This is an optimization exercise on Yosys and OpenROAD, whose aim is small area and a short achievable clock period, not a production implementation.
The RTL was checked by simulation tests, not by an equivalence proof against the original design.
No activity file was given, so power comes from the tool's default toggle rates.

== try-juniper ==
// camera_pipeline
module camera_pipeline (
    input logic clock_in,
    input logic reset_n_in,
    input logic [9:0] bayer_data_in,
    input logic line_valid_in,
    input logic frame_valid_in,
    input logic [10:0] pan_x_start_in,
    input logic [10:0] pan_x_end_in,
    input logic [10:0] pan_y_start_in,
    input logic [10:0] pan_y_end_in,
    input logic [10:0] zoom_x_start_in,
    input logic [10:0] zoom_x_end_in,
    input logic [10:0] zoom_y_start_in,
    input logic [10:0] zoom_y_end_in,
    output logic [9:0] red_data_out,
    output logic [9:0] green_data_out,
    output logic [9:0] blue_data_out,
    output logic line_valid_out,
    output logic frame_valid_out,
    output logic [7:0] red_metering_out,
    output logic [7:0] green_metering_out,
    output logic [7:0] blue_metering_out
);
==> module debayer, before the edit <==
module debayer (
    input logic clock_in,
    input logic reset_n_in,
    input logic [9:0] bayer_data_in,
    input logic line_valid_in,
    input logic frame_valid_in,
    output logic [9:0] red_data_out,
    output logic [9:0] green_data_out,
    output logic [9:0] blue_data_out,
    output logic line_valid_out,
    output logic frame_valid_out,
    output logic frame_valid_next    
);
logic [7:0] x_counter;
logic [1:0] y_count;
logic y_parity;
logic [7:0] tap_select_low;
logic [15:0] tap_select_high;
logic [6:0] width_less_one;
always_comb begin
    width_less_one = 0;
    for (int i = 0; i < 8; i++)
        if (tap_select_low[i]) width_less_one[2:0] = width_less_one[2:0] | 3'(i);
    for (int i = 0; i < 16; i++)
        if (tap_select_high[i]) width_less_one[6:3] = width_less_one[6:3] | 4'(i);
end
logic last_line_valid_in;
logic last_frame_valid_in;
logic x_parity;
logic line_parity;
logic [8:0] mid_delay [0:127];
logic [8:0] mid0, mid1, mid2;
logic [8:0] top0;
logic [9:0] b0;
logic [10:0] vertical1, vertical2;
logic [8:0] tap_group [0:15];
logic [8:0] tap;
always_comb begin
    for (int g = 0; g < 16; g++) begin
        tap_group[g] = 0;
        for (int l = 0; l < 8; l++)
            tap_group[g] = tap_group[g] | (tap_select_low[l] ? mid_delay[8*g+l] : 9'd0);
    end
    tap = 0;
    for (int g = 0; g < 16; g++)
        tap = tap | (tap_select_high[g] ? tap_group[g] : 9'd0);
end
logic [8:0] seg64 [0:63];
logic [8:0] seg32 [0:31];
logic [8:0] seg16 [0:15];
logic [8:0] seg8 [0:7];
logic [8:0] seg4 [0:3];
logic [8:0] seg2 [0:1];
logic [8:0] seg1;
logic [8:0] after64, after32, after16, after8, after4, after2, after1;
assign after64 = width_less_one[6] ? seg64[63] : mid0;
assign after32 = width_less_one[5] ? seg32[31] : after64;
assign after16 = width_less_one[4] ? seg16[15] : after32;
assign after8 = width_less_one[3] ? seg8[7] : after16;
assign after4 = width_less_one[2] ? seg4[3] : after8;
assign after2 = width_less_one[1] ? seg2[1] : after4;
assign after1 = width_less_one[0] ? seg1 : after2;
always_ff @(posedge clock_in) begin
    if (line_valid_in) begin
        mid_delay[0] <= bayer_data_in[9:1];
        for (int i = 1; i < 128; i++) mid_delay[i] <= mid_delay[i-1];
        mid0 <= tap;
        mid1 <= mid0;
        mid2 <= mid1;
        seg64[0] <= mid0;
        for (int i = 1; i < 64; i++) seg64[i] <= seg64[i-1];
        seg32[0] <= after64;
        for (int i = 1; i < 32; i++) seg32[i] <= seg32[i-1];
        seg16[0] <= after32;
        for (int i = 1; i < 16; i++) seg16[i] <= seg16[i-1];
        seg8[0] <= after16;
        for (int i = 1; i < 8; i++) seg8[i] <= seg8[i-1];
        seg4[0] <= after8;
        for (int i = 1; i < 4; i++) seg4[i] <= seg4[i-1];
        seg2[0] <= after4;
        seg2[1] <= seg2[0];
        seg1 <= after2;
        top0 <= after1;
        b0 <= bayer_data_in;
        vertical1 <= {top0, 1'b0} + b0;
        vertical2 <= vertical1;
        x_parity <= x_counter[0];
        line_parity <= y_parity;
    end
end
always_ff @(posedge clock_in) begin
    if (frame_valid_in == 0) begin
        x_counter <= 0;
        y_count <= 0;
        y_parity <= 0;
    end
    else if (line_valid_in) begin
        x_counter <= x_counter + 1;
    end
    else begin
        x_counter <= 0;
        if (x_counter != 0) begin
            for (int i = 0; i < 8; i++)
                tap_select_low[i] <= (3'(x_counter - 8'd1) == 3'(i));
            for (int i = 0; i < 16; i++)
                tap_select_high[i] <= (4'((x_counter - 8'd1) >> 3) == 4'(i));
        end
        if (last_line_valid_in) begin
            y_parity <= ~y_parity;
            if (y_count != 2) y_count <= y_count + 1;
        end
    end
    last_frame_valid_in <= reset_n_in & frame_valid_in & y_count[1];
    last_line_valid_in <= reset_n_in & frame_valid_in & line_valid_in & (x_counter > 1);
end
assign frame_valid_next = reset_n_in & last_frame_valid_in;
logic [9:0] m0, m1, m2, t0;
assign m0 = {mid0, 1'b0};
assign m1 = {mid1, 1'b0};
assign m2 = {mid2, 1'b0};
assign t0 = {top0, 1'b0};
logic [10:0] horizontal;     
logic [10:0] vertical;       
logic [11:0] diagonal;       
logic [11:0] plus_sum;          
assign horizontal = m0 + m2;
assign vertical = vertical1;
assign diagonal = t0 + b0 + vertical2;
assign plus_sum = vertical1 + m0 + m2;
always_ff @(posedge clock_in) begin
    frame_valid_out <= frame_valid_next;
    line_valid_out <= reset_n_in & last_frame_valid_in & last_line_valid_in;
    case ({x_parity, line_parity})
        2'b00: begin
            red_data_out <= m1;
            green_data_out <= plus_sum[11:2];
            blue_data_out <= diagonal[11:2];
        end
        2'b10: begin
            red_data_out <= horizontal[10:1];
            green_data_out <= m1;
            blue_data_out <= vertical[10:1];
        end
        2'b01: begin
            red_data_out <= vertical[10:1];
            green_data_out <= m1;
            blue_data_out <= horizontal[10:1];
        end
        default: begin
            red_data_out <= diagonal[11:2];
            green_data_out <= plus_sum[11:2];
            blue_data_out <= m1;
        end
    endcase
end
endmodule
export LEC_CHECK = 0
export CAP_MARGIN = 20
export CORE_MARGIN = 2
export CORE_UTILIZATION = 65
export CTS_CLUSTER_DIAMETER = 100
export CTS_CLUSTER_SIZE = 24
export PLACE_DENSITY = 0.75
export SLEW_MARGIN = 20
create_clock -name core_clock -period 10.0 [get_ports {clock_in}]
standard.sh (not shown) runs the stock make flow with config.mk's settings and CLKGATE_MAP_FILE= SYNTH_SCRIPT=/design/flow/synth_recipe.tcl, a recipe that flattens the netlist after the stock synthesis.
==> flow/flow/run.sh <==
#!/bin/bash
set -euo pipefail
bash standard.sh SETUP_SLACK_MARGIN=6.7 \
    "BUFFER_PORTS_ARGS=-buffer_cell sky130_fd_sc_hd__buf_2" \
    finish > standard_flow.log 2>&1
### try-juniper -> try-cedar
--- a/flow/design.v
+++ b/flow/design.v
@@ -108,12 +108,14 @@
 logic [7:0] x_counter;
 logic [1:0] y_count;
 logic y_parity;
 logic [7:0] tap_select_low;
 logic [15:0] tap_select_high;
 logic [6:0] width_less_one;
+logic [6:0] width_less_two;
+assign width_less_two = width_less_one - 7'd1;
 always_comb begin
     width_less_one = 0;
     for (int i = 0; i < 8; i++)
         if (tap_select_low[i]) width_less_one[2:0] = width_less_one[2:0] | 3'(i);
     for (int i = 0; i < 16; i++)
         if (tap_select_high[i]) width_less_one[6:3] = width_less_one[6:3] | 4'(i);
@@ -121,15 +123,14 @@
 logic last_line_valid_in;
 logic last_frame_valid_in;
 logic x_parity;
 logic line_parity;
 logic [8:0] mid_delay [0:127];
 logic [8:0] mid0, mid1, mid2;
-logic [8:0] top0;
-logic [9:0] b0;
-logic [10:0] vertical1, vertical2;
+logic [8:0] top_next;
+logic [10:0] vertical0, vertical1, vertical2;
 logic [8:0] tap_group [0:15];
 logic [8:0] tap;
 always_comb begin
     for (int g = 0; g < 16; g++) begin
         tap_group[g] = 0;
         for (int l = 0; l < 8; l++)
@@ -144,19 +145,19 @@
 logic [8:0] seg16 [0:15];
 logic [8:0] seg8 [0:7];
 logic [8:0] seg4 [0:3];
 logic [8:0] seg2 [0:1];
 logic [8:0] seg1;
 logic [8:0] after64, after32, after16, after8, after4, after2, after1;
-assign after64 = width_less_one[6] ? seg64[63] : mid0;
-assign after32 = width_less_one[5] ? seg32[31] : after64;
-assign after16 = width_less_one[4] ? seg16[15] : after32;
-assign after8 = width_less_one[3] ? seg8[7] : after16;
-assign after4 = width_less_one[2] ? seg4[3] : after8;
-assign after2 = width_less_one[1] ? seg2[1] : after4;
-assign after1 = width_less_one[0] ? seg1 : after2;
+assign after64 = width_less_two[6] ? seg64[63] : mid0;
+assign after32 = width_less_two[5] ? seg32[31] : after64;
+assign after16 = width_less_two[4] ? seg16[15] : after32;
+assign after8 = width_less_two[3] ? seg8[7] : after16;
+assign after4 = width_less_two[2] ? seg4[3] : after8;
+assign after2 = width_less_two[1] ? seg2[1] : after4;
+assign after1 = width_less_two[0] ? seg1 : after2;
 always_ff @(posedge clock_in) begin
     if (line_valid_in) begin
         mid_delay[0] <= bayer_data_in[9:1];
         for (int i = 1; i < 128; i++) mid_delay[i] <= mid_delay[i-1];
         mid0 <= tap;
         mid1 <= mid0;
@@ -171,15 +172,15 @@
         for (int i = 1; i < 8; i++) seg8[i] <= seg8[i-1];
         seg4[0] <= after8;
         for (int i = 1; i < 4; i++) seg4[i] <= seg4[i-1];
         seg2[0] <= after4;
         seg2[1] <= seg2[0];
         seg1 <= after2;
-        top0 <= after1;
-        b0 <= bayer_data_in;
-        vertical1 <= {top0, 1'b0} + b0;
+        top_next <= after1;
+        vertical0 <= {top_next, 1'b0} + bayer_data_in;
+        vertical1 <= vertical0;
         vertical2 <= vertical1;
         x_parity <= x_counter[0];
         line_parity <= y_parity;
     end
 end
 always_ff @(posedge clock_in) begin
@@ -205,24 +206,23 @@
         end
     end
     last_frame_valid_in <= reset_n_in & frame_valid_in & y_count[1];
     last_line_valid_in <= reset_n_in & frame_valid_in & line_valid_in & (x_counter > 1);
 end
 assign frame_valid_next = reset_n_in & last_frame_valid_in;
-logic [9:0] m0, m1, m2, t0;
+logic [9:0] m0, m1, m2;
 assign m0 = {mid0, 1'b0};
 assign m1 = {mid1, 1'b0};
 assign m2 = {mid2, 1'b0};
-assign t0 = {top0, 1'b0};
 logic [10:0] horizontal;     
 logic [10:0] vertical;       
 logic [11:0] diagonal;       
 logic [11:0] plus_sum;          
 assign horizontal = m0 + m2;
 assign vertical = vertical1;
-assign diagonal = t0 + b0 + vertical2;
+assign diagonal = vertical0 + vertical2;
 assign plus_sum = vertical1 + m0 + m2;
 always_ff @(posedge clock_in) begin
     frame_valid_out <= frame_valid_next;
     line_valid_out <= reset_n_in & last_frame_valid_in & last_line_valid_in;
     case ({x_parity, line_parity})
         2'b00: begin
==> summary.txt <==
- NOTE: xor/xnor share of the synthesized area in try-cedar exceeds that of try-juniper
- try-cedar against try-juniper; global-route wire length before repair is up by a few percent.
- Between try-juniper and try-cedar, floorplan core area increased.
- try-cedar went all the way through the flow, and no timing, DRC or antenna check failed.
- try-cedar vs. try-juniper: cell count rose about 1.5%, final area increased by about 1.2% relative to the old numbers, setup slack increased 0.014 ns, placed cell area higher.
- Changes observed in try-cedar relative to try-juniper: post-route total power went up; count of clock-buffer cells in the layout has increased.

port drivers added, routing unchanged:
The flow's constraints put no driver on any port. The routed layouts listed below were extracted and timed again, unchanged, in two steps. Step 1 assumes that a clkbuf_16 drives the clock port and a buf_2 every other input. Step 2 also shifts input and output timing later by t, the mid clock arrival at the registers, as if the neighbouring blocks saw the same clock. Three values: ideal, step 1, step 2; two values: the first two.
run | t (ns) | setup WS [ns] | latest minus earliest clock arrival (ns)
try-juniper | 0.830 | 6.646 / 6.646 / 6.102 | 0.030 / 0.030
try-cedar | 0.854 | 6.660 / 6.660 / 6.094 | 0.046 / 0.046
After both steps setup and hold are still met in every run listed. The setup slack of try-cedar, which loses most, moves by 0.000 ns with the drivers and by -0.566 ns with both steps.
